This design comes from an exercise in tuning for a short achievable clock period and few clock cycles on the open sky130 flow, not from production work. Where RTL was checked, it was by simulation tests only, not by an equivalence proof against the original. Function not checked in run 1: the RTL went through the layout flow alone. Power and IR drop assume default switching activity.

===== flow/config.mk =====
export PLATFORM = sky130hd
export DESIGN_NAME = proc
export DESIGN_NICKNAME = proc
export VERILOG_FILES = /design/flow/design.v
export SDC_FILE = /design/flow/constraint.sdc
export NUM_CORES = 4
export LEC_CHECK = 0
export ABC_CLOCK_PERIOD_IN_PS = 2500
export CAP_MARGIN = 20
export CORE_MARGIN = 2
export CORE_UTILIZATION = 40
export SETUP_SLACK_MARGIN = 5.0
export SLEW_MARGIN = 20
export SYNTH_HIERARCHICAL = 1
export TNS_END_PERCENT = 100

===== flow/constraint.sdc =====
create_clock -name core_clock -period 8.0 [get_ports {clk}]
set_input_delay 1.6000 -clock core_clock [delete_from_list [all_inputs] [get_ports {clk}]]
set_output_delay 1.6000 -clock core_clock [all_outputs]
set_load 0.01 [all_outputs]

===== flow/design.v =====
module dff (q, d, clk, rst);
    output         q;
    input          d;
    input          clk;
    input          rst;
    reg            state;
    assign q = state;
    always @(posedge clk) begin
      state <= rst? 1'b0 : d;
    end
endmodule
module not1 (in1,out);
input in1;
output out;
assign out = ~in1;
endmodule
module nand2 (in1,in2,out);
input in1,in2;
output out;
assign out = ~(in1 & in2);
endmodule
module mux2_1(InA,InB,S,Out);
   input InA,InB,S;
   output Out;
   wire   a1,a2,n1;
   not1 n5(S,n1);
   nand2 n4(InA,n1,a1);
   nand2 n2(InB,S,a2);
   nand2 n3(a1,a2,Out);
endmodule
module register (q, d, clk, rst, we);
   parameter WIDTHreg = 16;
   input [WIDTHreg-1:0] d;
   input               clk, rst, we;
   output [WIDTHreg-1:0] q;
   wire [WIDTHreg-1:0]   enabledIn;
   mux2_1 mux[WIDTHreg-1:0] (.InA (q), .InB(d), .S({WIDTHreg{we}}), .Out(enabledIn));
   dff file[WIDTHreg-1:0] (.q(q), .d(enabledIn), .clk({WIDTHreg{clk}}), .rst({WIDTHreg{rst}}));
endmodule
module rf (
           read1data, read2data, err,
           clk, rst, read1regsel, read2regsel, writeregsel, writedata, write
           );
   parameter WIDTH = 16;
   input clk, rst;
   input [2:0] read1regsel;
   input [2:0] read2regsel;
   input [2:0] writeregsel;
   input [(WIDTH-1):0] writedata;
   input        write;
   output [(WIDTH-1):0] read1data;
   output [(WIDTH-1):0] read2data;
   output        err;
   wire [(WIDTH-1):0] readData0, readData1, readData2, readData3, readData4, readData5, readData6, readData7;
   wire [(WIDTH-1):0] writeData0, writeData1, writeData2, writeData3, writeData4, writeData5, writeData6, writeData7;
   reg [(WIDTH-1):0] outData1, outData2;
   assign read1data = outData1;
   assign read2data = outData2; 
   register my_regs0 (.d(writeData0), .q(readData0), .clk(clk), .rst(rst), .we(1'b1));
   register my_regs1 (.d(writeData1), .q(readData1), .clk(clk), .rst(rst), .we(1'b1));
   register my_regs2 (.d(writeData2), .q(readData2), .clk(clk), .rst(rst), .we(1'b1));
   register my_regs3 (.d(writeData3), .q(readData3), .clk(clk), .rst(rst), .we(1'b1));
   register my_regs4 (.d(writeData4), .q(readData4), .clk(clk), .rst(rst), .we(1'b1));
   register my_regs5 (.d(writeData5), .q(readData5), .clk(clk), .rst(rst), .we(1'b1));
   register my_regs6 (.d(writeData6), .q(readData6), .clk(clk), .rst(rst), .we(1'b1));
   register my_regs7 (.d(writeData7), .q(readData7), .clk(clk), .rst(rst), .we(1'b1));
   assign writeData0 = (write & (writeregsel == 3'b000)) ? writedata : readData0;
   assign writeData1 = (write & (writeregsel == 3'b001)) ? writedata : readData1;
   assign writeData2 = (write & (writeregsel == 3'b010)) ? writedata : readData2;
   assign writeData3 = (write & (writeregsel == 3'b011)) ? writedata : readData3;
   assign writeData4 = (write & (writeregsel == 3'b100)) ? writedata : readData4;
   assign writeData5 = (write & (writeregsel == 3'b101)) ? writedata : readData5;
   assign writeData6 = (write & (writeregsel == 3'b110)) ? writedata : readData6;
   assign writeData7 = (write & (writeregsel == 3'b111)) ? writedata : readData7; 
   always @ (read1regsel, readData0, readData1, readData2, readData3, readData4, readData5,
             readData6, readData7) begin
     case (read1regsel)
       3'b000: outData1 = readData0;
       3'b001: outData1 = readData1; 
       3'b010: outData1 = readData2;  	   
       3'b011: outData1 = readData3; 
       3'b100: outData1 = readData4;  
       3'b101: outData1 = readData5;
       3'b110: outData1 = readData6;
       3'b111: outData1 = readData7;
     endcase  
   end
   always @ (read2regsel, readData0, readData1, readData2, readData3, readData4, readData5,
             readData6, readData7) begin
     case (read2regsel)
       3'b000: outData2 = readData0;
       3'b001: outData2 = readData1; 
       3'b010: outData2 = readData2;  	   
       3'b011: outData2 = readData3; 
       3'b100: outData2 = readData4;  
       3'b101: outData2 = readData5;
       3'b110: outData2 = readData6;
       3'b111: outData2 = readData7;
     endcase  
   end
endmodule
module add1(
            A,
            B,
            CI,
            Sum,
            P,
            G
            );
   input A, B, CI;
   output Sum, G, P;
   assign Sum = A ^ B ^ CI;
   assign G   = A & B;
   assign P   = A | B;
endmodule  
module cla_logic(
                 CI,
                 P,
                 G,
                 C,
                 Ggroup,
                 Pgroup);
   input CI;
   input [3:0] P, G;
   output [4:1] C;
   output       Ggroup, Pgroup;
   assign C[1] = G[0] | P[0] & CI;
   assign C[2] = G[1] | P[1] & C[1];
   assign C[3] = G[2] | P[2] & C[2];
   assign C[4] = G[3] | P[3] & C[3];
   assign Ggroup = G[3] | P[3]&G[2] | P[3]&P[2]&G[1] | P[3]&P[2]&P[1]&G[0];
   assign Pgroup = P[3]&P[2]&P[1]&P[0];
endmodule  
module add4(
            A,                   
            B,                   
            CI,                  
            Sum,                 
            CO,                  
            Pgroup,              
            Ggroup               
            );
   input [3:0] A, B;
   input       CI;
   output [3:0] Sum;
   output       CO, Ggroup, Pgroup;
   wire [3:0]   G, P;
   wire [4:1]   C;
   add1 a0(A[0], B[0],   CI, Sum[0], P[0], G[0]);
   add1 a1(A[1], B[1], C[1], Sum[1], P[1], G[1]);
   add1 a2(A[2], B[2], C[2], Sum[2], P[2], G[2]);
   add1 a3(A[3], B[3], C[3], Sum[3], P[3], G[3]);   
   cla_logic clo (CI, P, G, C, Ggroup, Pgroup);
   assign CO = C[4];
endmodule  
module add16(
            A,                   
            B,                   
            CI,                  
            Sum,                 
            CO,                  
            Ggroup,              
            Pgroup               
            );
   input [15:0] A, B;
   input       CI;
   output [15:0] Sum;
   output       CO, Ggroup, Pgroup;
   wire [3:0]   G, P;
   wire [4:1]   C;
   wire [3:0]   COX;              
   add4 a0 (A[3:0],   B[3:0],     CI, Sum[3:0],   COX[0], P[0], G[0]);
   add4 a1 (A[7:4],   B[7:4],   C[1], Sum[7:4],   COX[1], P[1], G[1]);
   add4 a2 (A[11:8],  B[11:8],  C[2], Sum[11:8],  COX[2], P[2], G[2]);
   add4 a3 (A[15:12], B[15:12], C[3], Sum[15:12], COX[3], P[3], G[3]);   
   cla_logic clo (CI, P, G, C, Ggroup, Pgroup);
   assign CO = C[4];
endmodule  
module mux16_2_1(
                 in1,            
                 in2,            
                 s,              
                 out             
                 );
   input [15:0] in1, in2;
   input        s;
   output [15:0] out;
   assign out = s ? in2 : in1;
endmodule  
module shift1(
              in,                
              op,                
              out
              );
   input [15:0] in;
   input [1:0]  op;
   output reg [15:0] out;
   parameter OP_ROL = 0;             
   parameter OP_SLL = 1;             
   parameter OP_ROR = 2;             
   parameter OP_ASR = 3;             
   always @(*) begin
      case (op)
        OP_ROL: begin
           out[15:1] = in[14:0];
           out[0]    = in[15];
        end
        OP_SLL: begin
           out[15:1] = in[14:0];
           out[0]    = 0;
        end
        OP_ROR: begin
           out[14:0] = in[15:1];
           out[15]   = in[0];
        end
        OP_ASR: begin
           out[14:0] = in[15:1];
           out[15]   = in[15];
        end        
      endcase  
   end
endmodule  
module shift2(
              in,                
              op,                
              out
              );
   input [15:0] in;
   input [1:0]  op;
   output reg [15:0] out;
   parameter OP_ROL = 0;             
   parameter OP_SLL = 1;             
   parameter OP_ROR = 2;             
   parameter OP_ASR = 3;             
   always @(*) begin
      case (op)
        OP_ROL: begin
           out[15:2] = in[13:0];
           out[1:0]  = in[15:14];
        end
        OP_SLL: begin
           out[15:2] = in[13:0];
           out[1:0]  = 0;
        end
        OP_ROR: begin
           out[13:0]  = in[15:2];
           out[15:14] = in[1:0];
        end
        OP_ASR: begin
           out[13:0] = in[15:2];
           out[15]   = in[15];
           out[14]   = in[15];
        end        
      endcase  
   end
endmodule  
module shift4(
              in,                
              op,                
              out
              );
   input [15:0] in;
   input [1:0]  op;
   output reg [15:0] out;
   parameter OP_ROL = 0;             
   parameter OP_SLL = 1;             
   parameter OP_ROR = 2;             
   parameter OP_ASR = 3;             
   always @(*) begin
      case (op)
        OP_ROL: begin
           out[15:4] = in[11:0];
           out[3:0]  = in[15:12];
        end
        OP_SLL: begin
           out[15:4] = in[11:0];
           out[3:0]  = 0;
        end
        OP_ROR: begin
           out[11:0]  = in[15:4];
           out[15:12] = in[3:0];
        end
        OP_ASR: begin
           out[11:0] = in[15:4];
           out[15]   = in[15];
           out[14]   = in[15];
           out[13]   = in[15];
           out[12]   = in[15];
        end        
      endcase  
   end
endmodule  
module shift8(
              in,                
              op,                
              out
              );
   input [15:0] in;
   input [1:0]  op;
   output reg [15:0] out;
   parameter OP_ROL = 0;             
   parameter OP_SLL = 1;             
   parameter OP_ROR = 2;             
   parameter OP_ASR = 3;             
   always @(*) begin
      case (op)
        OP_ROL: begin
           out[15:8] = in[7:0];
           out[7:0]  = in[15:8];
        end
        OP_SLL: begin
           out[15:8] = in[7:0];
           out[7:0]  = 0;
        end
        OP_ROR: begin
           out[7:0]  = in[15:8];
           out[15:8] = in[7:0];
        end
        OP_ASR: begin
           out[7:0] = in[15:8];
           out[15]   = in[15];
           out[14]   = in[15];
           out[13]   = in[15];
           out[12]   = in[15];
           out[11]   = in[15];
           out[10]   = in[15];
           out[9]    = in[15];
           out[8]    = in[15];                                 
        end        
      endcase  
   end
endmodule  
module shift16(
               In,               
               Cnt,              
               Op,               
               Out               
               );
   input [15:0] In;
   input [3:0]  Cnt;
   input [1:0]  Op;
   output [15:0] Out;
   wire [15:0] l3, sl3,          
               l2, sl2,          
               l1, sl1,          
               l0, sl0;          
   shift8 s8 (l3, Op, sl3);
   shift4 s4 (l2, Op, sl2);
   shift2 s2 (l1, Op, sl1);
   shift1 s1 (l0, Op, sl0);
   assign l3 = In;
   mux16_2_1 m3 (l3, sl3, Cnt[3], l2);
   mux16_2_1 m2 (l2, sl2, Cnt[2], l1);
   mux16_2_1 m1 (l1, sl1, Cnt[1], l0);
   mux16_2_1 m0 (l0, sl0, Cnt[0], Out);   
endmodule  
module btr_calc(Rs, Rd);
input[15:0] Rs;
output[15:0] Rd;
assign Rd[15] = Rs[0];
assign Rd[14] = Rs[1];
assign Rd[13] = Rs[2];
assign Rd[12] = Rs[3];
assign Rd[11] = Rs[4];
assign Rd[10] = Rs[5];
assign Rd[9] = Rs[6];
assign Rd[8] = Rs[7];
assign Rd[7] = Rs[8];
assign Rd[6] = Rs[9];
assign Rd[5] = Rs[10];
assign Rd[4] = Rs[11];
assign Rd[3] = Rs[12];
assign Rd[2] = Rs[13];
assign Rd[1] = Rs[14];
assign Rd[0] = Rs[15];
endmodule
module ALU (
            A,                   
            B,                   
            Op,                  
            sign,                
            Out,                 
            OFL,                 
            Zero                 
            );
   input [15:0] A, B;
   input [4:0]  Op;
   input        sign;
   output reg [15:0] Out;
   output            OFL, Zero;
   parameter ADD   = 0;
   parameter SUB   = 1;
   parameter OR    = 2;
   parameter AND   = 3;
   parameter ROL   = 4;
   parameter SLL   = 5;
   parameter ROR   = 6;
   parameter SRA   = 7;
   parameter ST    = 8;
   parameter LD    = 9;
   parameter STU   = 10;
   parameter BTR   = 11;
   parameter SEQ   = 12;
   parameter SLT   = 13;
   parameter SLE   = 14;
   parameter SCO   = 15;
   parameter BEQZ  = 16;
   parameter BNEZ  = 17;
   parameter BLTZ  = 18;
   parameter LBI   = 19;
   parameter SLBI  = 20;
   parameter JINST = 21;
   parameter JAL   = 22;
   parameter JR    = 23;
   parameter JALR  = 24;
   parameter RET   = 25;
   parameter SIIC  = 26;
   parameter RTI   = 27;
   parameter NOP   = 28;
   parameter HALT  = 29;
   wire signed [15:0] opA;
   wire signed [15:0] opB;
   wire [15:0]        shifter_Out;
   reg [1:0]          shifter_op;
   wire [15:0]        add_Sum;
   wire               add_CO, add_P, add_G;
   wire [15:0]        btr_rd;              
   wire               OFL_signed, OFL_unsigned;
   shift16 shifter (opA, opB[3:0], shifter_op, shifter_Out); 
   add16   adder   (.A(opA),
                    .B(opB),
                    .CI(Cin),
                    .Sum(add_Sum), 
                    .CO(add_CO), 
                    .Ggroup(add_G),
                    .Pgroup(add_P));
   btr_calc btr(.Rs(opA), .Rd(btr_rd));
   wire               sub = (Op == SUB);
   assign opA = sub ? B     : A;
   assign opB = sub ? ~A    : B;
   assign Cin = sub ? 1'b1  : 1'b0;
   assign OFL_signed = ( opA[15] &  opB[15] & ~add_Sum[15]) |   
                       (~opA[15] & ~opB[15] &  add_Sum[15]);    
   assign OFL_unsigned = add_CO;
   assign OFL = sign ? OFL_signed : OFL_unsigned;
   assign Zero = (opA == 16'h0000) ? 1'b1 : 1'b0;		 
   always @ (Op, add_Sum, add_CO, shifter_Out, opA, opB, btr_rd) begin
      shifter_op = 2'b00;
      case (Op)
        ADD   : Out = add_Sum;
        SUB   : Out = add_Sum;
        ROR   : begin
	   shifter_op = 2'b10;
	   Out = shifter_Out;
	end	
        SRA   : begin
	   shifter_op = 2'b11;
	   Out = shifter_Out;
	end
	ROL   : begin
	   shifter_op = 2'b00;
	   Out = shifter_Out;
	end
	SLL   : begin
	   shifter_op = 2'b01;
	   Out = shifter_Out;
	end
	OR    : Out = opA | opB;
        AND   : Out = opA & opB;
	LD    : Out = add_Sum;
	ST    : Out = add_Sum; 
	STU   : Out = add_Sum;
	BTR   : Out = btr_rd;
	SEQ   : Out = (opA == opB) ? 16'h0001 : 16'h0000;
	SLT   : Out = opA < opB;
	SLE   : Out = opA <= opB;
	BLTZ  : Out = (opA[15]) ? 16'hFFFF : 16'h0000;	 
	SCO   : Out = add_CO;
	LBI   : Out = opB;
	SLBI  : Out = {opA[7:0], 8'b0} | opB;
	JR    : Out = add_Sum;
	JALR  : Out = add_Sum;
	RET   : Out = opB;		 
	SIIC  : Out = 16'b0; 	 
        RTI   : Out = 16'b0;		 
	NOP   : Out = 16'b0;		 
	HALT  : Out = 16'b0;		 
        default:
          Out = 16'hbada;
      endcase
   end
endmodule  
module alu_op_decode (instr, alu_op);
input [15:0] instr;
output [4:0] alu_op;
parameter ADD   = 0;
parameter SUB   = 1;
parameter OR    = 2;
parameter AND   = 3;
parameter ROL   = 4;
parameter SLL   = 5;
parameter ROR   = 6;
parameter SRA   = 7;
parameter ST    = 8;
parameter LD    = 9;
parameter STU   = 10;
parameter BTR   = 11;
parameter SEQ   = 12;
parameter SLT   = 13;
parameter SLE   = 14;
parameter SCO   = 15;
parameter BEQZ  = 16;
parameter BNEZ  = 17;
parameter BLTZ  = 18;
parameter LBI   = 19;
parameter SLBI  = 20;
parameter JINST = 21;
parameter JAL   = 22;
parameter JR    = 23;
parameter JALR  = 24;
parameter RET   = 25;
parameter SIIC  = 26;
parameter RTI   = 27;
parameter NOP   = 28;
parameter HALT  = 29;
reg [4:0] op;
wire [6:0] instr_op;
assign instr_op = {instr[15:11], instr[1:0]};
assign alu_op = op;
always @ (*) begin
	casex (instr_op)
	7'b1101100 : op = ADD;
	7'b1101101 : op = SUB;
	7'b1101110 : op = OR;
	7'b1101111 : op = AND;
	7'b1101000 : op = ROL;
	7'b1101001 : op = SLL;
	7'b1101010 : op = ROR;
	7'b1101011 : op = SRA;
	7'b00000xx : op = HALT;
	7'b00001xx : op = NOP;
	7'b01000xx : op = ADD;
	7'b01001xx : op = SUB;
	7'b01010xx : op = OR;
	7'b01011xx : op = AND;
	7'b10100xx : op = ROL;
	7'b10101xx : op = SLL;
	7'b10110xx : op = ROR;
	7'b10111xx : op = SRA;
	7'b10000xx : op = ST;
	7'b10001xx : op = LD;
	7'b10011xx : op = STU;
	7'b11001xx : op = BTR;
	7'b11100xx : op = SEQ;
	7'b11101xx : op = SLT;
	7'b11110xx : op = SLE;
	7'b11111xx : op = SCO;
	7'b01100xx : op = BEQZ;
	7'b01101xx : op = BNEZ;
	7'b01111xx : op = BLTZ;
	7'b11000xx : op = LBI;
	7'b10010xx : op = SLBI;
	7'b00100xx : op = JINST;
	7'b00101xx : op = JR;
	7'b00110xx : op = JAL;
	7'b00111xx : op = JALR;
	7'b01110xx : op = RET;
	7'b00010xx : op = SIIC;
	7'b00011xx : op = RTI;
	default	  : op = 5'b11111;
	endcase
end
endmodule
module alu_operand_decode (instr, rsVal, rtVal, opA, opB);
   input [15:0] instr;
   input [15:0] rsVal;
   input [15:0] rtVal;
   output [15:0] opA;
   output [15:0] opB;
   reg [15:0]    opBVal;
   wire [6:0]    op;
   assign opA = rsVal;
   assign opB = opBVal;
   assign op = {instr[15:11], instr[1:0]};
   always @ (*) begin
      casex (op)
	7'b1101100 :  
	  opBVal = rtVal;
	7'b1101101 :  
	  opBVal = rtVal;
	7'b1101110 :  
	  opBVal = rtVal;
	7'b1101111 :  
	  opBVal = rtVal;
	7'b1101000 :  
	  opBVal = rtVal;
	7'b1101001 :  
	  opBVal = rtVal;
	7'b1101010 :  
	  opBVal = rtVal;
	7'b1101011 :  
	  opBVal = rtVal;
	7'b00000xx :  
	  opBVal = 16'b0;	 
	7'b00001xx :  
	  opBVal = 16'b0;	 
	7'b01000xx :  
	  opBVal = {{11{instr[4]}}, instr[4:0]};  
	7'b01001xx :  
	  opBVal = {{11{instr[4]}}, instr[4:0]};  
	7'b01010xx :  
	  opBVal = {11'b0, instr[4:0]};		 
	7'b01011xx :  
	  opBVal = {11'b0, instr[4:0]};		 
	7'b10100xx :  
	  opBVal = {11'b0, instr[4:0]};		 
	7'b10101xx :  
	  opBVal = {11'b0, instr[4:0]};		 
	7'b10110xx :  
	  opBVal = {11'b0, instr[4:0]};		 
	7'b10111xx :  
	  opBVal = {11'b0, instr[4:0]};		 
	7'b10000xx :  
	  opBVal = {{11{instr[4]}}, instr[4:0]};  
	7'b10001xx :  
	  opBVal = {{11{instr[4]}}, instr[4:0]};  
	7'b10011xx :  
	  opBVal = {{11{instr[4]}}, instr[4:0]};  
	7'b11001xx :  
	  opBVal = 16'b1;	 
	7'b11100xx :  
	  opBVal = rtVal;
	7'b11101xx :  
	  opBVal = rtVal;
	7'b11110xx :  
	  opBVal = rtVal;
	7'b11111xx :  
	  opBVal = rtVal;
	7'b01100xx :  
	  opBVal = {{8{instr[7]}}, instr[7:0]};		 
	7'b01101xx :  
	  opBVal = {{8{instr[7]}}, instr[7:0]};		 
	7'b01111xx :  
	  opBVal = {{8{instr[7]}}, instr[7:0]};		 
	7'b11000xx :  
	  opBVal = {{8{instr[7]}}, instr[7:0]};		 
	7'b10010xx :  
	  opBVal = {8'b0, instr[7:0]};					 
	7'b00100xx :  
	  opBVal = {{5{instr[10]}}, instr[10:0]};	 
	7'b00101xx :  
	  opBVal = {{8{instr[7]}}, instr[7:0]};		 
	7'b00110xx :  
	  opBVal = {{5{instr[10]}}, instr [10:0]};  
	7'b00111xx :  
	  opBVal = {{8{instr[7]}}, instr[7:0]};		 
	7'b01110xx :  
	  opBVal = rtVal;
	7'b00010xx :  
	  opBVal = 16'b0;   
	7'b00011xx :  
	  opBVal = 16'b0;   
	default	  : opBVal = 16'b1;	
      endcase
   end
endmodule
module alu_destination_decode (instr, rd, we_reg);
   input [15:0] instr;
   output reg [2:0] rd;
   output reg       we_reg;
   wire [2:0]       rd_imm, rd_reg, rd_ld_imm;
   assign rd_imm = instr[7:5];
   assign rd_reg = instr[4:2];
   assign rd_ld_imm = instr[10:8];
   wire [6:0]       op;
   assign op = {instr[15:11], instr[1:0]};
   always @ (*) begin
      casex (op)
	7'b1101100 : begin  
	   rd = rd_reg;
	   we_reg = 1'b1;
	end
	7'b1101101 : begin  
	   rd = rd_reg;
	   we_reg = 1'b1;
	end
	7'b1101110 : begin  
	   rd = rd_reg;
	   we_reg = 1'b1;
	end
	7'b1101111 : begin 
	   rd = rd_reg;
	   we_reg = 1'b1;
	end
	7'b1101000 : begin  
	   rd = rd_reg;
	   we_reg = 1'b1;
	end
	7'b1101001 : begin  
	   rd = rd_reg;
	   we_reg = 1'b1;
        end
	7'b1101010 : begin  
	   rd = rd_reg;
	   we_reg = 1'b1;
	end
	7'b1101011 : begin 
	   rd = rd_reg;
	   we_reg = 1'b1;
        end
	7'b11100xx : begin  
	   rd = rd_reg;
	   we_reg = 1'b1;
        end
	7'b11101xx : begin 
	   rd = rd_reg;
	   we_reg = 1'b1;
        end
	7'b11110xx : begin 
	   rd = rd_reg;
           we_reg = 1'b1;
	end
	7'b11111xx : begin  
	   rd = rd_reg;
	   we_reg = 1'b1;
        end
	7'b11001xx : begin  
	   rd = rd_reg;
           we_reg = 1'b1;
	end
	7'b01000xx : begin  
	   rd = rd_imm;
	   we_reg = 1'b1;
        end
	7'b01001xx : begin 
	   rd = rd_imm;
           we_reg = 1'b1;
        end
	7'b01010xx : begin 
	   rd = rd_imm;
	   we_reg = 1'b1;
        end
	7'b01011xx : begin  
	   rd = rd_imm;
           we_reg = 1'b1;
        end
	7'b10100xx : begin  
	   rd = rd_imm;
           we_reg = 1'b1;
        end
	7'b10101xx : begin  
	   rd = rd_imm;
           we_reg = 1'b1;
        end
	7'b10110xx : begin  
	   rd = rd_imm;
           we_reg = 1'b1;
	end
	7'b10111xx : begin  
	   rd = rd_imm;
 	   we_reg = 1'b1;
        end
	7'b10001xx : begin  
	   rd = rd_imm;
	   we_reg = 1'b1;
        end
	7'b11000xx : begin  
	   rd = rd_ld_imm;
	   we_reg = 1'b1;
	end
	7'b10010xx : begin 
	   rd = rd_ld_imm;
	   we_reg = 1'b1;
	end
	7'b00110xx : begin  
	   rd = 3'd7;
	   we_reg = 1'b1;
	end
	7'b00111xx : begin  
	   rd = 3'd7;
	   we_reg = 1'b1;
	end
  	7'b10011xx : begin  
	   rd = rd_ld_imm;
	   we_reg = 1'b1;
	end
	7'b10000xx : begin  
           rd = 3'd0;
           we_reg = 1'b0;
        end
	7'b01100xx : begin  
           rd = 3'd0;
	   we_reg = 1'b0;
        end
	7'b01101xx : begin  
           rd = 3'd0;
	   we_reg = 1'b0;
        end
	7'b01111xx : begin  
           rd = 3'd0;
	   we_reg = 1'b0;
        end
	7'b00100xx : begin  
           rd = 3'd0;
	   we_reg = 1'b0;
        end
	7'b00101xx : begin  
           rd = 3'd0;
	   we_reg = 1'b0;
        end
	7'b01110xx : begin  
           rd = 3'd0;
	   we_reg = 1'b0;
        end
	7'b00010xx : begin  
           rd = 3'd0;
	   we_reg = 1'b0;
        end
	7'b00011xx : begin  
           rd = 3'd0;
	   we_reg = 1'b0;
        end
	7'b00000xx : begin  
           rd = 3'd0;
	   we_reg = 1'b0;
        end
	7'b00001xx : begin  
           rd = 3'd0;
	   we_reg = 1'b0;
        end
	default	  : begin
           rd = 3'd0;
           we_reg = 1'b0;
        end
      endcase
   end
endmodule
module branch_logic (op, zero, top_alu, bt);
   input [4:0] op;
   input       zero;
   input       top_alu;
   output reg  bt;
   parameter BEQZ = 5'b01100;
   parameter BNEZ = 5'b01101;
   parameter BLTZ = 5'b01111;
   parameter JUMP = 5'b00100;
   parameter JR   = 5'b00101;
   parameter JAL  = 5'b00110;
   parameter JALR = 5'b00111;
   parameter RET  = 5'b01110;
   always@(*) begin
      case (op)
	BEQZ : bt = (zero == 1'b1) ? 1'b1 : 1'b0;
	BNEZ : bt = (zero == 1'b1) ? 1'b0 : 1'b1;
	BLTZ : bt = (zero == 1'b0 && top_alu == 1'b1) ? 1'b1 : 1'b0;
        JUMP : bt = 1;
        JR   : bt = 1;
        JAL  : bt = 1;
        JALR : bt = 1;
        RET  : bt = 1;
        default : bt = 0;
      endcase
   end
endmodule
module brj_addr_calc (instr, next_pc, dest_addr);
   input [15:0] instr;
   input [15:0] next_pc;
   output [15:0] dest_addr;
   wire [4:0]    op;
   wire          co, G, P;
   reg [15:0]    sextVal;
   assign op = instr[15:11];
   add16 add (.A(sextVal), .B(next_pc), .CI(1'b0), .Sum(dest_addr), .CO(co), .Ggroup(G), .Pgroup (P));
   always @ (*) begin
      case (op)
	5'b01100 : begin   
	   sextVal = {{8{instr[7]}}, instr[7:0]};		
	end
	5'b01101 : begin   
	   sextVal = {{8{instr[7]}}, instr[7:0]}; 
	end
	5'b01111 : begin	 
	   sextVal = {{8{instr[7]}}, instr[7:0]};
	end
	5'b00100 : begin	 
	   sextVal = {{5{instr[10]}}, instr[10:0]};
	end
	5'b00110 : begin   
	   sextVal = {{5{instr[10]}}, instr[10:0]};
	end
	default :  begin
	   sextVal = 16'b0;
	end			
      endcase
   end
endmodule
module next_pc_addr (instr, pc_inc, alu_out, brj_dest, bt, stall, next_pc, pc);
   input [15:0] instr;
   input [15:0] pc_inc;
   input [15:0] pc;
   input [15:0] alu_out;
   input [15:0] brj_dest;
   input        bt;
   input        stall;
   output [15:0] next_pc;
   wire [4:0]        op;
   reg [15:0] br_pc;
   assign op = instr[15:11];
   assign next_pc = (stall & ~bt) ? pc : br_pc; 
   always @ (*) begin
         case (op)
	   5'b01100 : begin	 
	      br_pc = (bt == 1'b1) ? brj_dest : pc_inc;
	   end
	   5'b01101 : begin   
	      br_pc = (bt == 1'b1) ? brj_dest : pc_inc;
	   end
	   5'b01111 : begin   
	      br_pc = (bt == 1'b1) ? brj_dest : pc_inc;
	   end
	   5'b00100 : begin   
	      br_pc = brj_dest;	
	   end
	   5'b00101 : begin   
	      br_pc = alu_out;
	   end
	   5'b00110 : begin   
	      br_pc = brj_dest;
	   end
	   5'b00111 : begin   
	      br_pc = alu_out;
	   end
	   5'b01110 : begin   
	      br_pc = alu_out;
	   end
	   5'b00011 : begin   
	      br_pc = alu_out;
	   end
	   default : begin
	      br_pc = pc_inc;
	   end
         endcase  
   end
endmodule
module mem_decode_logic (instr, e_mem, wr_mem, halt);
   input [15:0] instr;
   output reg   halt;		 
   output reg   e_mem;
   output reg   wr_mem;
   wire [6:0]   op;
   assign op = {instr[15:11], instr[1:0]};
   always @ (*) begin
      casex (op)
	7'b10001xx : begin  
	   wr_mem = 1'b0;
	   e_mem = 1'b1;
	   halt = 1'b0;
        end
	7'b10011xx : begin 
	   wr_mem = 1'b1;
	   e_mem = 1'b1;
	   halt = 1'b0;
	end
	7'b10000xx : begin  
	   wr_mem = 1'b1;
           e_mem = 1'b1;
	   halt = 1'b0;
	end 
	7'b00000xx : begin  
	   wr_mem = 1'b0;
	   e_mem = 1'b0;
	   halt = 1'b1;
        end      
	default	  : begin
	   e_mem = 1'b0;
	   wr_mem = 1'b0;
	   halt = 1'b0;
        end
      endcase
   end
endmodule
module dest_data_decode (instr, next_pc, alu_out, mem_out, rdata);
   input [15:0] instr;
   input [15:0] next_pc;
   input [15:0] alu_out;
   input [15:0] mem_out;
   output reg [15:0] rdata;
   wire [6:0]        op; 
   assign op = {instr[15:11], instr[1:0]};
   always @ (*) begin
      casex (op)
	7'b1101100 :  
	  rdata = alu_out;
	7'b1101101 :  
	  rdata = alu_out;
	7'b1101110 :  
	  rdata = alu_out;
	7'b1101111 :  
	  rdata = alu_out;
	7'b1101000 :  
	  rdata = alu_out;
	7'b1101001 :  
	  rdata = alu_out;
	7'b1101010 :  
	  rdata = alu_out;
	7'b1101011 :  
	  rdata = alu_out;
	7'b11100xx :  
	  rdata = alu_out;
	7'b11101xx :  
	  rdata = alu_out;
	7'b11110xx :  
	  rdata = alu_out;
	7'b11111xx :  
	  rdata = alu_out;
	7'b11001xx :  
	  rdata = alu_out;
	7'b01000xx :  
	  rdata = alu_out;
	7'b01001xx :  
	  rdata = alu_out;
	7'b01010xx :  
	  rdata = alu_out;
	7'b01011xx :  
	  rdata = alu_out;
	7'b10100xx :  
	  rdata = alu_out;
	7'b10101xx :  
	  rdata = alu_out;
	7'b10110xx :  
	  rdata = alu_out;
	7'b10111xx :  
	  rdata = alu_out;
	7'b10001xx :  
	  rdata = mem_out;
	7'b11000xx :  
	  rdata = alu_out;
	7'b10010xx :  
	  rdata = alu_out;
	7'b00110xx :  
	  rdata = next_pc;
	7'b00111xx :  
	  rdata = next_pc;
	7'b10011xx :  
	  rdata = alu_out;   
	default	  : rdata = 16'b0;
      endcase
   end
endmodule
module proc(
	    clk,
	    rst,
	    imem_rdata,
	    dmem_rdata,
	    imem_addr,
	    dmem_addr,
	    dmem_wdata,
	    dmem_en,
	    dmem_wr,
	    halt
	    );
   input clk;
   input rst;
   input [15:0] imem_rdata;
   input [15:0] dmem_rdata;
   output [15:0] imem_addr;
   output [15:0] dmem_addr;
   output [15:0] dmem_wdata;
   output        dmem_en;
   output        dmem_wr;
   output        halt;
   localparam OP_HALT = 5'b00000, OP_J = 5'b00100, OP_JR = 5'b00101, OP_JAL = 5'b00110,
              OP_JALR = 5'b00111, OP_ADDI = 5'b01000, OP_SUBI = 5'b01001, OP_ORI = 5'b01010,
              OP_ANDI = 5'b01011, OP_BEQZ = 5'b01100, OP_BNEZ = 5'b01101, OP_RET = 5'b01110,
              OP_BLTZ = 5'b01111, OP_ST = 5'b10000, OP_LD = 5'b10001, OP_SLBI = 5'b10010,
              OP_STU = 5'b10011, OP_LBI = 5'b11000, OP_BTR = 5'b11001, OP_SHR = 5'b11010,
              OP_ALR = 5'b11011, OP_SEQ = 5'b11100, OP_SLT = 5'b11101, OP_SLE = 5'b11110,
              OP_SCO = 5'b11111;
   reg [15:0] pc;
   reg [15:0] ras;            
   reg        ras_v;
   reg        d_v;
   reg [2:0]  d_rs, d_rt, d_dst;
   reg [7:0]  d_i8;
   reg [15:0] d_imm, d_pc2, d_tgt;
   reg        d_pt;           
   reg        d_wr, d_rrr, d_agu, d_ret, d_jr, d_ld, d_st, d_stu, d_lbi, d_slbi, d_call, d_halt;
   reg        d_beqz, d_bnez, d_bltz;
   reg        d_sum, d_sub, d_or, d_and, d_shl, d_shr, d_rot, d_btr, d_seq, d_slt, d_sle, d_sco;
   reg        x_wr, x_ld, x_en, x_we, x_halt, x_beqz, x_bnez, x_bltz, x_pt, x_ev;
   reg [2:0]  x_dst;
   reg [15:0] x_A, x_B, x_S, x_addr, x_early, x_ebyp, x_pc2, x_tgt;
   reg        x_sub;
   reg        x_s_sum, x_s_or, x_s_and, x_s_shl, x_s_shr, x_s_btr, x_s_seq, x_s_slt, x_s_sle,
              x_s_sco, x_s_slbi, x_s_early, x_rot;
   reg [15:0] rf [0:7];
   reg [15:0] d_rfa, d_rft;   
   reg        d_rfa_z;        
   reg        x_zk, x_zv, x_nk, x_nv;  
   reg        fa_x, ft_x, fa_w, ft_w, f7_x;  
   reg        w_wr;           
   reg [2:0]  w_dst;
   reg [15:0] w_res;
   wire        stall, x_redir, d_redir;
   wire        d_go = d_v & ~stall & ~x_redir;
   wire        d_bres, d_bmis, d_jrr;
   wire [15:0] d_btgt;
   wire [15:0] x_rtgt, agu, x_res;
   wire [15:0] fi = imem_rdata;
   wire [4:0]  fop = fi[15:11];
   wire [15:0] pc2 = pc + 16'd2;
   wire [15:0] f_tt;          
   wire [8:0]  lo8;
   wire [11:0] lo11;
   wire [7:0]  h8m1, h8p1, h8p2;
   wire [4:0]  h5m1, h5p1, h5p2;
   wisc_addlo8  a8  (.a(pc2[7:0]),  .b(fi[7:0]),  .s(lo8));
   wisc_addlo11 a11 (.a(pc2[10:0]), .b(fi[10:0]), .s(lo11));
   wisc_hv8 hv8 (.a(pc[15:8]),  .m1(h8m1), .p1(h8p1), .p2(h8p2));
   wisc_hv5 hv5 (.a(pc[15:11]), .m1(h5m1), .p1(h5p1), .p2(h5p2));
   wisc_tsel tsel (.fi(fi), .lo8(lo8), .lo11(lo11), .c8(&pc[7:1]), .c11(&pc[10:1]),
                   .h8(pc[15:8]), .h8m1(h8m1), .h8p1(h8p1), .h8p2(h8p2),
                   .h5(pc[15:11]), .h5m1(h5m1), .h5p1(h5p1), .h5p2(h5p2), .tgt(f_tt));
   wire        f_isj    = (fop == OP_J) | (fop == OP_JAL);
   wire        f_isbr   = (fop == OP_BEQZ) | (fop == OP_BNEZ) | (fop == OP_BLTZ);
   wire        f_isret  = (fop == OP_RET);
   wire        f_iscall = (fop == OP_JAL) | (fop == OP_JALR);
   wire        f_brt    = f_isbr & (fi[7] | (fop == OP_BNEZ));
   wire        f_take   = f_isj | f_brt;
   wire [15:0] f_seq    = (f_isret & ras_v) ? ras : pc2;
   wire        s_x = x_redir;
   wire        s_d = d_v & ~stall & ~x_redir & d_jrr;
   wire        s_b = d_v & ~stall & ~x_redir & d_bmis;
   wire        s_h = stall & ~x_redir;
   wire        s_n = ~x_redir & ~d_redir & ~stall;
   wire [15:0] pc_rest = ({16{s_x}} & x_rtgt) | ({16{s_b}} & d_btgt) | ({16{s_h}} & pc) |
                         ({16{s_n & ~f_take}} & f_seq);
   wire [15:0] pc_next;
   wisc_ao3 pcmux (.s1(s_n & f_take), .a(f_tt), .s2(s_d), .b(agu), .s3(~(s_n & f_take) & ~s_d), .c(pc_rest),
                   .y(pc_next));
   always @(posedge clk) begin
      if (rst)
        pc <= 16'd0;
      else
        pc <= pc_next;
   end
   always @(posedge clk) begin
      if (rst)
        ras_v <= 1'b0;
      else if (f_iscall) begin
         ras_v <= 1'b1;
         ras <= pc2;
      end
   end
   assign imem_addr = pc;
   wire f_alr  = (fop == OP_ALR);
   wire f_rfmt = (fop == OP_BTR) | (fop == OP_SHR) | f_alr | (fop[4:2] == 3'b111);
   wire f_ifmt = (fop[4:2] == 3'b010) | (fop[4:2] == 3'b101) | (fop == OP_LD);
   wire f_sfmt = (fop == OP_LBI) | (fop == OP_SLBI) | (fop == OP_STU);
   wire [2:0] f_dst = f_iscall ? 3'd7 : f_sfmt ? fi[10:8] : f_ifmt ? fi[7:5] : fi[4:2];
   wire f_shi  = (fop[4:2] == 3'b101);
   wire f_shr_r = (fop == OP_SHR);
   wire [1:0] f_shop = f_shr_r ? fi[1:0] : fop[1:0];
   reg  [15:0] f_imm;
   always @(*) begin
      case (fop)
        OP_ADDI, OP_SUBI, OP_ST, OP_LD, OP_STU: f_imm = {{11{fi[4]}}, fi[4:0]};
        OP_LBI, OP_JR, OP_JALR:                 f_imm = {{8{fi[7]}}, fi[7:0]};
        OP_SLBI:                                f_imm = {8'd0, fi[7:0]};
        default:                                f_imm = {11'd0, fi[4:0]};
      endcase
   end
   wire [2:0] n_rs = stall ? d_rs : fi[10:8];
   wire [2:0] n_rt = stall ? d_rt : fi[7:5];
   wire       n_xw = d_go & d_wr;
   always @(posedge clk) begin
      d_rfa <= rf[n_rs];
      d_rfa_z <= (rf[n_rs] == 16'd0);
      d_rft <= rf[n_rt];
      fa_x <= n_xw & (d_dst == n_rs);
      ft_x <= n_xw & (d_dst == n_rt);
      f7_x <= n_xw & (d_dst == 3'd7);
      fa_w <= x_wr & (x_dst == n_rs);
      ft_w <= x_wr & (x_dst == n_rt);
   end
   always @(posedge clk) begin
      if (rst | x_redir | d_redir)
        d_v <= 1'b0;
      else if (!stall)
        d_v <= 1'b1;
      if (!stall) begin
         d_rs   <= fi[10:8];
         d_rt   <= fi[7:5];
         d_i8   <= fi[7:0];
         d_dst  <= f_dst;
         d_imm  <= f_imm;
         d_pc2  <= pc2;
         d_tgt  <= f_isret ? ras : f_tt;
         d_pt   <= f_isret ? ras_v : f_brt;
         d_wr   <= f_rfmt | f_ifmt | f_sfmt | f_iscall;
         d_rrr  <= f_shr_r | f_alr | (fop[4:2] == 3'b111);
         d_agu  <= (fop == OP_LD) | (fop == OP_ST) | (fop == OP_STU) | (fop == OP_JR) | (fop == OP_JALR);
         d_ret  <= f_isret;
         d_jr   <= (fop == OP_JR) | (fop == OP_JALR);
         d_ld   <= (fop == OP_LD);
         d_st   <= (fop == OP_ST) | (fop == OP_STU);
         d_stu  <= (fop == OP_STU);
         d_lbi  <= (fop == OP_LBI);
         d_slbi <= (fop == OP_SLBI);
         d_call <= f_iscall;
         d_halt <= (fop == OP_HALT);
         d_beqz <= (fop == OP_BEQZ);
         d_bnez <= (fop == OP_BNEZ);
         d_bltz <= (fop == OP_BLTZ);
         d_sub  <= (fop == OP_SUBI) | (f_alr & (fi[1:0] == 2'b01));
         d_sum  <= (fop == OP_ADDI) | (fop == OP_SUBI) | (f_alr & ~fi[1]);
         d_or   <= (fop == OP_ORI) | (f_alr & (fi[1:0] == 2'b10));
         d_and  <= (fop == OP_ANDI) | (f_alr & (fi[1:0] == 2'b11));
         d_shl  <= (f_shi | f_shr_r) & ~f_shop[1];
         d_shr  <= (f_shi | f_shr_r) & f_shop[1];
         d_rot  <= ~f_shop[0];
         d_btr  <= (fop == OP_BTR);
         d_seq  <= (fop == OP_SEQ);
         d_slt  <= (fop == OP_SLT);
         d_sle  <= (fop == OP_SLE);
         d_sco  <= (fop == OP_SCO);
      end
   end
   wire        a_fx = fa_x;
   wire        t_fx = ft_x;
   wire [15:0] a_rf = fa_w ? w_res : d_rfa;
   wire [15:0] t_rf = ft_w ? w_res : d_rft;
   wire [15:0] a_val, t_val, b_val;
   wisc_mux16 amux (.s(a_fx), .a(x_res), .b(a_rf), .y(a_val));
   wisc_mux16 tmux (.s(t_fx), .a(x_res), .b(t_rf), .y(t_val));
   wire        b_fx = d_rrr & t_fx;
   wire [15:0] b_oth = d_rrr ? t_rf : d_imm;
   wisc_mux16 bmux (.s(b_fx), .a(x_res), .b(b_oth), .y(b_val));
   wire [15:0] base = a_fx ? x_ebyp : a_rf;
   wire        base_ok = ~a_fx | x_ev;
   wire [15:0] sum_b;
   wire [8:0]  ab_lo;
   wire [7:0]  ab_hp, ab_hm;
   wisc_addlo8  ab8 (.a(base[7:0]), .b(d_imm[7:0]), .s(ab_lo));
   wisc_incdec8 abi (.a(base[15:8]), .p(ab_hp), .m(ab_hm));
   wisc_hsel8   abs (.c(ab_lo[8]), .sg(d_imm[15]), .h(base[15:8]), .hp(ab_hp), .hm(ab_hm), .y(sum_b[15:8]));
   assign sum_b[7:0] = ab_lo[7:0];
   wire        r7_fx = f7_x;
   wire [15:0] r7 = r7_fx ? x_ebyp : rf[7];
   wire        r7_ok = ~r7_fx | x_ev;
   assign agu = d_ret ? r7 : sum_b;
   assign stall = d_v & ((d_agu & ~base_ok) | (d_ret & ~r7_ok));
   wire ret_hit = d_pt & (r7 == d_tgt);
   wire [15:0] t_e  = t_fx ? x_ebyp : t_rf;
   wire        t_ok = ~t_fx | x_ev;
   wire [15:0] ez_b = d_rrr ? t_e : d_imm;
   wire [15:0] ez_a = base ^ {16{d_sub}};
   wire [15:0] ez_p = ez_b ^ ez_a;
   wire [15:0] ez_o = ez_b | ez_a;
   wire        ez_add = (ez_p == {ez_o[14:0], d_sub});
   wire        ez_eq  = (base == t_e);
   wire        ez_ult = (base[14:0] < t_e[14:0]);
   wire        ez_lt  = (base[15] & ~t_e[15]) | (~(base[15] ^ t_e[15]) & ez_ult);
   wire        ez_cmp = (d_seq & ez_eq) | (d_slt & ez_lt) | (d_sle & (ez_lt | ez_eq));
   wire        d_cmp  = d_seq | d_slt | d_sle;
   always @(posedge clk) begin
      if (rst | ~d_go) begin
         x_wr <= 1'b0; x_ld <= 1'b0; x_en <= 1'b0; x_we <= 1'b0; x_halt <= 1'b0;
         x_beqz <= 1'b0; x_bnez <= 1'b0; x_bltz <= 1'b0;
      end else begin
         x_wr <= d_wr; x_ld <= d_ld; x_en <= d_ld | d_st; x_we <= d_st; x_halt <= d_halt;
         x_beqz <= d_beqz & ~d_bres; x_bnez <= d_bnez & ~d_bres; x_bltz <= d_bltz & ~d_bres;
      end
      x_dst <= d_dst;
      x_A <= a_val;
      x_B <= b_val;
      x_S <= t_val;
      x_addr <= sum_b;
      x_early <= d_stu ? sum_b : d_call ? d_pc2 : d_imm;
      x_ebyp <= d_stu ? sum_b : d_call ? d_pc2 : d_lbi ? d_imm : {base[7:0], d_i8};
      x_ev <= d_stu | d_call | d_lbi | (d_slbi & base_ok);
      x_zk <= d_call | d_lbi | ((d_slbi | (d_cmp & t_ok) | (d_sum & (~d_rrr | t_ok))) & base_ok);
      x_zv <= d_call ? (d_pc2 == 16'd0) : d_lbi ? (d_imm == 16'd0) : d_slbi ? ({base[7:0], d_i8} == 16'd0) :
              d_sum ? ez_add : ~ez_cmp;
      x_nk <= d_call | d_lbi | (d_slbi & base_ok) | d_cmp;
      x_nv <= d_call ? d_pc2[15] : d_lbi ? d_imm[15] : d_slbi & base[7];
      x_pc2 <= d_pc2;
      x_tgt <= d_tgt;
      x_pt <= d_pt;
      x_sub <= d_sub;
      x_s_sum <= d_sum; x_s_or <= d_or; x_s_and <= d_and;
      x_s_shl <= d_shl; x_s_shr <= d_shr; x_rot <= d_rot;
      x_s_btr <= d_btr; x_s_seq <= d_seq; x_s_slt <= d_slt; x_s_sle <= d_sle;
      x_s_sco <= d_sco; x_s_slbi <= d_slbi; x_s_early <= d_stu | d_call | d_lbi;
   end
   wire [15:0] ax = x_A ^ {16{x_sub}};
   wire [8:0]  xs_lo, xs_h0, xs_h1;
   wisc_addc8 xal (.a(x_B[7:0]),  .b(ax[7:0]),  .ci(x_sub), .s(xs_lo));
   wisc_addc8 xh0 (.a(x_B[15:8]), .b(ax[15:8]), .ci(1'b0),  .s(xs_h0));
   wisc_addc8 xh1 (.a(x_B[15:8]), .b(ax[15:8]), .ci(1'b1),  .s(xs_h1));
   wire [8:0]  xs_hi;
   wisc_mux9  xhs (.s(xs_lo[8]), .a(xs_h1), .b(xs_h0), .y(xs_hi));
   wire [15:0] sum = {xs_hi[7:0], xs_lo[7:0]};
   wire        c16 = xs_hi[8];
   wire        ult = (x_A[14:0] < x_B[14:0]);
   wire        eq  = (x_A == x_B);
   wire        slt = (x_A[15] & ~x_B[15]) | (~(x_A[15] ^ x_B[15]) & ult);
   wire [3:0]  n = x_B[3:0];
   wire [15:0] l0 = n[0] ? {x_A[14:0], x_rot ? x_A[15]    : 1'b0}  : x_A;
   wire [15:0] l1 = n[1] ? {l0[13:0],  x_rot ? l0[15:14]  : 2'b0}  : l0;
   wire [15:0] l2 = n[2] ? {l1[11:0],  x_rot ? l1[15:12]  : 4'b0}  : l1;
   wire [15:0] l3 = n[3] ? {l2[7:0],   x_rot ? l2[15:8]   : 8'b0}  : l2;
   wire        sg = x_A[15];
   wire [15:0] r0 = n[0] ? {x_rot ? x_A[0]   : sg,       x_A[15:1]} : x_A;
   wire [15:0] r1 = n[1] ? {x_rot ? r0[1:0]  : {2{sg}},  r0[15:2]}  : r0;
   wire [15:0] r2 = n[2] ? {x_rot ? r1[3:0]  : {4{sg}},  r1[15:4]}  : r1;
   wire [15:0] r3 = n[3] ? {x_rot ? r2[7:0]  : {8{sg}},  r2[15:8]}  : r2;
   wire [15:0] btr;
   genvar gi;
   generate for (gi = 0; gi < 16; gi = gi + 1) begin : g_btr
      assign btr[gi] = x_A[15-gi];
   end endgenerate
   wire [15:0] x_oth = ({16{x_s_or}} & (x_A | x_B)) | ({16{x_s_and}} & (x_A & x_B)) |
                  ({16{x_s_shl}} & l3) | ({16{x_s_shr}} & r3) | ({16{x_s_btr}} & btr) |
                  ({16{x_s_slbi}} & {x_A[7:0], x_B[7:0]}) |
                  ({16{x_s_early}} & x_early) | ({16{x_ld}} & dmem_rdata) |
                  {15'd0, (x_s_seq & eq) | (x_s_slt & slt) | (x_s_sle & (slt | eq))};
   wisc_fin xfin (.s(x_s_sum), .a(sum), .sc(x_s_sco), .c(c16), .o(x_oth), .y(x_res));
   wire a_zero = (x_A == 16'd0);
   wire taken  = (x_beqz & a_zero) | (x_bnez & ~a_zero) | (x_bltz & x_A[15]);
   assign x_redir = (x_beqz | x_bnez | x_bltz) & (taken ^ x_pt);
   assign x_rtgt = taken ? x_tgt : x_pc2;
   always @(posedge clk) begin
      if (x_wr)
        rf[x_dst] <= x_res;
   end
   always @(posedge clk) begin
      if (rst)
        w_wr <= 1'b0;
      else
        w_wr <= x_wr;
      w_dst <= x_dst;
      w_res <= x_res;
   end
   wire        d_zero = a_fx ? x_zv : fa_w ? (w_res == 16'd0) : d_rfa_z;
   wire        d_neg  = a_fx ? x_nv : fa_w ? w_res[15] : d_rfa[15];
   wire        d_rok  = ~a_fx | (d_bltz ? x_nk : x_zk);
   wire        d_isbr = d_beqz | d_bnez | d_bltz;
   wire        d_tk   = (d_beqz & d_zero) | (d_bnez & ~d_zero) | (d_bltz & d_neg);
   assign d_bres = d_isbr & d_rok;
   assign d_bmis = d_bres & (d_tk ^ d_pt);
   assign d_btgt = d_tk ? d_tgt : d_pc2;
   assign d_jrr  = d_jr | (d_ret & ~ret_hit);
   assign d_redir = d_v & ~stall & ~x_redir & (d_jrr | d_bmis);
   assign dmem_addr = x_addr;
   assign dmem_wdata = x_S;
   assign dmem_en = x_en;
   assign dmem_wr = x_we;
   assign halt = x_halt;
endmodule
module wisc_mux16 (s, a, b, y);
   input        s;
   input [15:0] a, b;
   output [15:0] y;
   assign y = s ? a : b;
endmodule
module wisc_addlo8 (a, b, s);
   input [7:0] a, b;
   output [8:0] s;
   assign s = {1'b0, a} + {1'b0, b};
endmodule
module wisc_addlo11 (a, b, s);
   input [10:0] a, b;
   output [11:0] s;
   assign s = {1'b0, a} + {1'b0, b};
endmodule
module wisc_incdec8 (a, p, m);
   input [7:0] a;
   output [7:0] p, m;
   assign p = a + 1'b1;
   assign m = a - 1'b1;
endmodule
module wisc_hv8 (a, m1, p1, p2);
   input [7:0] a;
   output [7:0] m1, p1, p2;
   assign m1 = a - 8'd1;
   assign p1 = a + 8'd1;
   assign p2 = a + 8'd2;
endmodule
module wisc_hv5 (a, m1, p1, p2);
   input [4:0] a;
   output [4:0] m1, p1, p2;
   assign m1 = a - 5'd1;
   assign p1 = a + 5'd1;
   assign p2 = a + 5'd2;
endmodule
module wisc_tsel (fi, lo8, lo11, c8, c11, h8, h8m1, h8p1, h8p2, h5, h5m1, h5p1, h5p2, tgt);
   input [15:0] fi;
   input [8:0]  lo8;
   input [11:0] lo11;
   input        c8, c11;
   input [7:0]  h8, h8m1, h8p1, h8p2;
   input [4:0]  h5, h5m1, h5p1, h5p2;
   output [15:0] tgt;
   wire        isj = (fi[15:13] == 3'b001) & ~fi[11];
   reg [7:0]   t8h;
   reg [4:0]   t11h;
   always @(*) begin
      case ({c8, lo8[8], fi[7]})
        3'b001:                 t8h = h8m1;
        3'b000, 3'b011, 3'b101: t8h = h8;
        3'b010, 3'b100, 3'b111: t8h = h8p1;
        default:                t8h = h8p2;
      endcase
      case ({c11, lo11[11], fi[10]})
        3'b001:                 t11h = h5m1;
        3'b000, 3'b011, 3'b101: t11h = h5;
        3'b010, 3'b100, 3'b111: t11h = h5p1;
        default:                t11h = h5p2;
      endcase
   end
   assign tgt = isj ? {t11h, lo11[10:0]} : {t8h, lo8[7:0]};
endmodule
module wisc_ao3 (s1, a, s2, b, s3, c, y);
   input        s1, s2, s3;
   input [15:0] a, b, c;
   output [15:0] y;
   assign y = ({16{s1}} & a) | ({16{s2}} & b) | ({16{s3}} & c);
endmodule
module wisc_hsel8 (c, sg, h, hp, hm, y);
   input       c, sg;
   input [7:0] h, hp, hm;
   output [7:0] y;
   assign y = (c & ~sg) ? hp : (~c & sg) ? hm : h;
endmodule
module wisc_addc8 (a, b, ci, s);
   input [7:0] a, b;
   input       ci;
   output [8:0] s;
   assign s = {1'b0, a} + {1'b0, b} + {8'd0, ci};
endmodule
module wisc_mux9 (s, a, b, y);
   input       s;
   input [8:0] a, b;
   output [8:0] y;
   assign y = s ? a : b;
endmodule
module wisc_fin (s, a, sc, c, o, y);
   input        s, sc, c;
   input [15:0] a, o;
   output [15:0] y;
   assign y = ({16{s}} & a) | {15'd0, sc & c} | o;
endmodule

===== flow/run.sh =====
#!/bin/bash
# synth_recipe.tcl (not shown) runs the flow's synth.tcl, then flattens the netlist and writes it again
# the make line also repeats each setting of config.mk as NAME=value (left out here)
make -C /OpenROAD-flow-scripts/flow DESIGN_CONFIG=/design/flow/config.mk WORK_HOME=/design/flow/orfs CLKGATE_MAP_FILE= SYNTH_SCRIPT=/design/flow/synth_recipe.tcl finish

==> results of run 1 <==
[through the flow]
step                utilization (%)  instance area (um2)  setup WS [ps]  hold WS [ps]
global placement              42.53                30300           2621         331.0
finish                        50.90                36260           4569         339.6
global route                  50.90                36260           4440         343.8
CTS                           49.00                34910           4549         341.4
floorplan                         -                28970           4287         323.3
detailed placement            42.53                30300           2475         327.8
[where the power goes]
| group | total (mW) | internal (mW) | leakage [nW] | switching (mW) |
|---|---|---|---|---|
| Sequential | 2.91 | 2.69 | 4.14 | 0.218 |
| Clock | 2.27 | 1.30 | 0.785 | 0.969 |
| Combinational | 2.73 | 1.26 | 9.81 | 1.47 |
[modules after synthesis (local to each module, per instance), excerpt]
module	cells inside	copies in the design	cell area [um2]
proc	2212	1	23280
wisc_addlo11	68	1	529.3
wisc_hv5	26	1	215.2
wisc_incdec8	34	1	261.5
wisc_hsel8	27	1	276.5
wisc_mux16	18	3	249.0
wisc_mux9	10	1	146.4
wisc_tsel	117	1	868.3
[worst register-to-register path, stage by stage (launching register included)]
cell      delay (ps)
dfxtp_4          410
and4_4           270
nand4_1          230
xnor2_2          320
ha_4             280
a21oi_4          160
o21bai_2         120
a211oi_4         270
o21bai_4         160
xor2_4           200
o22ai_2          220
o22ai_2          140
a222oi_1         330
inv_1             60
nor2b_1          130
[per-layer routing]
layer / share of wire [%] / global-route usage, % / vias to the layer above
met2: 46 / 44.91 / 1131
li1: - / - / 10840
met5: 0.011 / 0 / -
met3: 7.1 / 3.238 / 238
met4: 4.9 / 11.09 / 2
met1: 42 / 37.58 / 12030
[cells in the mapped netlist (8+ instances only)]
master	count	share of area, %
o21ba_2	8	0.28
o21ai_1	12	0.21
dfxtp_1	232	16
buf_6	21	0.82
nand3_1	130	2.3
a211oi_1	26	0.68
buf_2	24	0.42
a21oi_1	109	1.9
o21a_1	12	0.31
o21bai_1	10	0.26
a31oi_1	9	0.20
inv_1	102	1.3
o41ai_2	9	0.51
mux4_2	25	2.0
nor2_1	146	1.9
ha_1	140	6.1
nor4_1	23	0.50
xnor2_1	105	3.2
o211ai_1	10	0.26
xor2_1	57	1.7
o41ai_1	8	0.24
nor3_1	29	0.51
nor2b_1	31	0.68
and3_1	17	0.37
mux2_4	39	2.0
o2111ai_1	13	0.40
clkbuf_1	99	1.3
a222oi_1	16	0.56
and2_1	16	0.35
mux2_2	150	5.9
o21ai_0	115	2.0
buf_1	26	0.34
a22oi_1	29	0.76
a32o_1	10	0.35
a21o_1	28	0.73
nand4_1	15	0.33
buf_4	16	0.42
o22ai_1	31	0.68
edfxtp_1	219	23
a221oi_1	31	0.95
a221oi_2	10	0.52
mux2i_1	175	6.1
nand2_1	324	4.2
fa_1	9	0.63
nand2b_1	37	0.81
[state kept, by name (all words and copies together) (netlist names), 3 cells and up]
name     count
rf         128
d_pc2       16
d_rfa       16
d_rft       16
d_tgt       16
pc          16
ras         16
w_res       16
x_A         16
x_B         16
x_S         16
x_addr      16
x_ebyp      16
x_pc2       16
x_tgt       16
x_early     11
d_i8         8
d_imm        4
d_dst        3
d_rs         3
d_rt         3
x_dst        3
[how the worst min path moves through the flow]
stage | start | end | cells after the start
floorplan | d_rot | x_rot | 0
global placement | d_sco | x_s_sco | 0
detailed placement | d_shl | x_s_shl | 0
CTS | d_shl | x_s_shl | 0
global route | d_shl | x_s_shl | 0
finish | d_shl | x_s_shl | 0
[cells by family (layout without fill, tap and decap cells)]
kind of cell / Yosys count / count (layout) / share of synthesized area [%]
muxes: 392 / 393 / 16.21
xor gates and xnor gates: 162 / 162 / 4.949
AOI/OAI and AO/OA: 563 / 563 / 14.10
and+or+nand+nor: 821 / 823 / 13.81
other: 2 / 2 / 0.02619
DFF: 451 / 451 / 39.13
buffers and inverters: 301 / 550 / 5.036
adders and majority gates: 149 / 149 / 6.738
[repair_timing]
| item | in CTS | in global routing |
|---|---|---|
| pin swaps | 69 | 66 |
| cloned | 14 | 3 |
| gates resized for setup | 501 | 184 |
| buffers inserted | 145 | 57 |
| endpoints found under the setup margin | 389 | 186 |
[area by class of cell]
class,count,share of cell area (%)
multi-input combinational,2092,49.98
sequential,451,31.18
timing repair buffer,346,9.785
clock buffer,72,3.927
tap,950,3.278
inverter,110,1.315
clock inverter,18,0.4520
timing repair inverter,4,0.07936
==> results_dict.tcl, run 1 <==
set metrics [dict create \
    p_leak_nw 14.73 \
    dp.cells 3734 \
    max_stage_delay_ps 350 \
    cts_tree "built" \
    pin_count 85 \
    routed_wl_um 105900 \
    rows 98 \
    synthCells 2841 \
    timing.rr.start "pc[4]" \
    routedWlPerCell_um 26.19 \
    grt_pass1_vias 23660 \
    finalHoldViolCount 0 \
    hold_path.class "reg -> reg" \
    grt_antenna_before_repair 3 \
    cpMaxStageDelayCell "fa_2" \
    synth.yosys.warnings 8 \
    firstDrtPassIters 6 \
    clk_pin_slew_ps 60 \
    layout_worst_path_cycle_share_pct 42.89 \
    core_area_um2 71240 \
    synth_async_sr_flop_share_pct 0 \
    fmax_mhz 291.5 \
    grt_pass1_wl_um 155400 \
    cts_num_sinks 451 \
    globalplace.congestion 0.9572 \
    drc 0 \
    hpwlAfterDp_um 70050 \
    cts_buffers 49 \
    critical_path.startpoint "imem_rdata[0]" \
    tightest_slew_ps 1096 \
    diodes 0 \
    maxSlewHeadroom_pct 26.90 \
    synth_flop_cell "dfxtp_1" \
    seq_area_frac_synth_pct 39.13 \
    die_x_um 271.7 \
    critPathCaptureType "flop" \
    layout_common_cells "nand2_1 (312), edfxtp_1 (219), dfxtp_1 (201)" \
    timing.rr.end "pc[14]" \
    drive_gt1_share_pct 30.26 \
    port_buffers 84 \
    power_density_nw_per_um2 218.1 \
    drt_iter0_drc 2593 \
    track_usage_pct 27.67 \
    ant_nets 0 \
    worst-path-stages 13 \
    path_delay_family "compound AO/OA/AOI/OAI gates" \
    nets 3237 \
    start_kind "input pin" \
    ys_ff_latch 451 \
    ys_types 106 \
    cp.required_ps 8470 \
    n_fill_cell 6240 \
    insertion_delay_ps 600 \
    finalSetupViolCount 0 \
    syn-num-nets 3024 \
    ctsHoldBuffers 0 \
    root_buffer "clkbuf_16" \
    htree_levels 2 \
    ff2ff_path_depth 14 \
    p_total_mw 7.911 \
    endpoint "pc[12]" \
    peakVddDrop_mv 0.1424 \
    syn_avg_cell_area_um2 10.09 \
    path_buf_inv 2 \
    cts_buffer_depth 3 \
    die_area_um2 73840 \
    regArea_um2 11310 \
    multi_input_area_um2 18120 \
    fin_cells 4043 \
    crit_path_cell_trace "buf_12, ha_4, fa_2, a21oi_2, nor2b_2, a31oi_4, o21ai_4, or2b_4, o21ai_2, o22ai_2, a222oi_1, inv_1, nor2b_1" \
    fin_crit_ps 3431 \
    cp_data_arrival_time_ps 3900 \
    syn_to_final_growth_pct 26.47 \
    die_h_um 271.7 \
    cap_violations 0 \
    netlist_area_um2 28670 \
    r2r_slack_ps 4580 \
    crit_type "in -> reg" \
    vias_per_cell 5.995 \
    status "no timing/DRC/antenna violations" \
    critPathMaxFanout 8 \
    overflow 0 \
    num_vias 24240 \
    rsz0062_at_grt "true" \
    synth_edf_count 219 \
    start_util_pct 40.25 \
    fin_tns_setup_ps 0 \
    slew_violations 0 \
    fin_skew_ps 18.82 \
    grt_max_degree 67 \
    mostFrequentLayoutCell "nand2_1" \
]
==> run 2, diff against run 1 <==
--- a/flow/design.v
+++ b/flow/design.v
@@ -1137,11 +1137,9 @@
                          ({16{s_n & ~f_take}} & f_seq);
    wire [15:0] pc_next;
-   wisc_ao3 pcmux (.s1(s_n & f_take), .a(f_tt), .s2(s_d), .b(agu), .s3(~(s_n & f_take) & ~s_d), .c(pc_rest),
+   wisc_ao3 pcmux (.s1(s_n & f_take & ~rst), .a(f_tt), .s2(s_d & ~rst), .b(agu),
+                   .s3(~(s_n & f_take) & ~s_d & ~rst), .c(pc_rest),
                    .y(pc_next));
    always @(posedge clk) begin
-      if (rst)
-        pc <= 16'd0;
-      else
-        pc <= pc_next;
+      pc <= pc_next;
    end
    always @(posedge clk) begin
--- a/flow/config.mk
+++ b/flow/config.mk
@@ -10,4 +10,5 @@
 export CORE_MARGIN = 2
 export CORE_UTILIZATION = 40
+export GPL_ROUTABILITY_DRIVEN = 0
 export SETUP_SLACK_MARGIN = 5.0
 export SLEW_MARGIN = 20
==> results_dict.tcl, run 2 <==
set metrics [dict create \
    critPathCaptureType "flop" \
    layout_worst_path_cycle_share_pct 41.58 \
    fin_skew_ps 23.18 \
    cap_violations 0 \
    n_fill_cell 6532 \
    syn-num-nets 3308 \
    drt_iter0_drc 3081 \
    ant_nets 0 \
    hold_start "d_and" \
    peakVddDrop_mv 0.1757 \
    vias_per_cell 6.124 \
    nets 3455 \
    multi_input_area_um2 19180 \
    largest_reg_flops 128 \
    fmax_mhz 300.6 \
    drive_gt1_share_pct 26.95 \
    core_area_um2 74450 \
    root_buffer "clkbuf_16" \
    cts_tree "built" \
    diodes 0 \
    cp.required_ps 8500 \
    syn_to_final_growth_pct 24.61 \
    tightest_slew_ps 1103 \
    insertion_delay_ps 620 \
    synth_top_area_share_pct 21.84 \
    die_x_um 278.4 \
    ys_top_cells_by_area "edfxtp_1 (22%), dfxtp_1 (15%), mux2i_1 (6.1%), ha_1 (5.8%), mux2_2 (4.9%)" \
    start_kind "input pin" \
    slew_violations 0 \
    yosysMostFrequentCell "nand2_1" \
    seq_area_frac_synth_pct 37.26 \
    regArea_um2 11300 \
    synthCells 3125 \
    die_h_um 278.4 \
    rsz0062_at_grt "true" \
    synth.yosys.warnings 8 \
    r2r_slack_ps 4730 \
    hpwlAfterDp_um 68150 \
    p_leak_nw 14.89 \
    critPathMaxFanout 6 \
    clk_pin_slew_ps 60 \
    drc 0 \
    routedWlPerCell_um 25.72 \
    timing.rr.start "pc[2]" \
    routed_wl_um 110200 \
    synth_edf_count 219 \
    cp_data_arrival_time_ps 3830 \
    finalHoldViolCount 0 \
    mostFrequentLayoutCell "nand2_1" \
    crit_type "in -> reg" \
    overflow 0 \
    die_area_um2 77500 \
    rows 100 \
    htree_levels 2 \
    cts_buffers 50 \
    pin_count 85 \
    track_usage_pct 26.79 \
    netlist_area_um2 30120 \
    ys_ff_latch 451 \
    firstDrtPassIters 6 \
    status "no timing/DRC/antenna violations" \
    hold_path.class "reg -> reg" \
    grt_pass1_wl_um 159300 \
    synth_async_sr_flop_share_pct 0 \
    layout_common_cells "nand2_1 (352), edfxtp_1 (219), dfxtp_1 (204)" \
    ys_types 101 \
    synth_area_leader_cell "edfxtp_1" \
    regMostFlops "rf" \
    synth_common_cells "nand2_1 (362), dfxtp_1 (232), edfxtp_1 (219), mux2i_1 (184), a21oi_1 (166)" \
    finalSetupViolCount 0 \
    synth_flop_cell "dfxtp_1" \
    start_util_pct 40.46 \
    fin_cells 4282 \
    maxSlewHeadroom_pct 26.49 \
    cts_num_sinks 451 \
    cts_buffer_depth 3 \
    syn_avg_cell_area_um2 9.638 \
    power_density_nw_per_um2 218.4 \
    dp.cells 4003 \
    grt_max_degree 73 \
    fin_tns_setup_ps 0 \
    port_buffers 84 \
    fin_crit_ps 3327 \
    grt_antenna_before_repair 5 \
    num_vias 26230 \
    grt_pass1_vias 24520 \
    critical_path.startpoint "imem_rdata[5]" \
]
## run 2: per-stage QoR
stage	cell area, um2	power [mW]	hold WS, ps	setup WS, ps	utilization [%]
after floorplan	30480	4.355	323.3	4369	-
after global placement	31670	5.044	330.2	3197	42.54
after detailed placement	31670	5.057	330.4	3128	42.54
after CTS	35990	7.909	346.9	4724	48.34
after global routing	37530	8.476	351.2	4586	50.41
final	37530	8.197	346.1	4673	50.41
## run 2: cells by family after synthesis
logic type	count (synthesis)	synth area share (%)
other	2	0.02494
muxes	380	14.81
adders and majority gates	149	6.414
AOI/OAI and AO/OA	710	16.29
buffers and inverters	338	5.363
and+or+nand+nor	933	15.13
xor gates and xnor gates	162	4.711
DFF	451	37.26
## run 2: metal layers
layer	share of wire, %	track usage [%]	wire [um]	up-vias
met5	0.040	0	44	-
met1	42	37.57	46790	12800
met3	8.7	3.652	9585	247
li1	-	-	-	11770
met4	3.9	10.17	4340	6
met2	45	41.89	49390	1404
## run 2: timing repair
action	in CTS	in global routing
pin swaps	60	86
setup endpoints to repair	395	195
hold buffers	0	0
endpoints found under the hold margin	0	0
setup buffers	95	69
cloned	15	7
gates resized for setup	447	188
## run 2: power by group
part	switching, mW	internal (mW)	leakage, nW	total (mW)
Combinational	1.46	1.23	9.85	2.69
Sequential	0.216	2.70	4.14	2.91
Clock	1.03	1.57	0.907	2.60
Total	2.71	5.49	14.9	8.20
## run 2: area by class of cell
type | count | share of cell area (%)
clock buffer | 65 | 3.821
clock inverter | 28 | 1.123
inverter | 99 | 1.060
multi-input combinational | 2338 | 51.10
sequential | 451 | 30.12
tap | 969 | 3.230
timing repair buffer | 331 | 9.525
timing repair inverter | 1 | 0.02000
## run 2: worst max-delay path, stage by stage
cell and delay [ps]:
buf_4 170, ha_1 320, and2_1 270, a211oi_4 360
o21bai_4 160, xor2_4 200, o22ai_1 200, o22ai_1 120
a222oi_1 340, inv_1 70
## run 2: modules after synthesis, one instance, submodules excluded, excerpt
module | area, um2 | times used
wisc_tsel | 868.3 | 1
wisc_addlo11 | 529.3 | 1
wisc_addlo8 | 315.3 | 2
wisc_hsel8 | 276.5 | 1
wisc_mux16 | 249.0 | 3
wisc_ao3 | 247.7 | 1
wisc_fin | 151.4 | 1
## run 2: worst paths after layout
path	to	cells past startpoint
worst max-delay path	pc[12]	10
worst max register to register	pc[12]	12
worst min-delay path	x_s_and	0
worst min register to register	x_s_and	0
Testbench counts of run 2, summed over its fixed seeds: cycles 85,394.

==> port drivers added, routing unchanged <==
The results above use ideal ports. As a check the final layouts listed here were re-extracted and re-timed, cells and wires unchanged. Step 1 (the two cells are an assumption about what drives the block):
set clk [get_ports {clk}]
set_driving_cell -lib_cell sky130_fd_sc_hd__clkbuf_16 $clk
set_driving_cell -lib_cell sky130_fd_sc_hd__buf_2 [delete_from_list [all_inputs] $clk]
Step 2 adds t to the input delays and takes it off the output delays; t is the mean of the earliest and latest rising clock arrival at the registers after step 1. Input paths then give back, and output paths get back, about the clock's delay inside the block. Three values: no drivers, after step 1, after step 2; two values: the first two.
run | shift t [ns] | setup slack, ns | worst setup path at the end | slew at the worst register clock pin (ns)
run 1 | 0.654 | 4.569 / 4.576 / 3.922 | input to register | 0.07 / 0.07
run 2 | 0.667 | 4.673 / 4.712 / 4.045 | input to register | 0.07 / 0.07
After both steps every run listed still meets setup and hold. For run 1, which loses most, drivers alone change the setup slack by +0.007 ns; drivers and shift together by -0.647 ns.
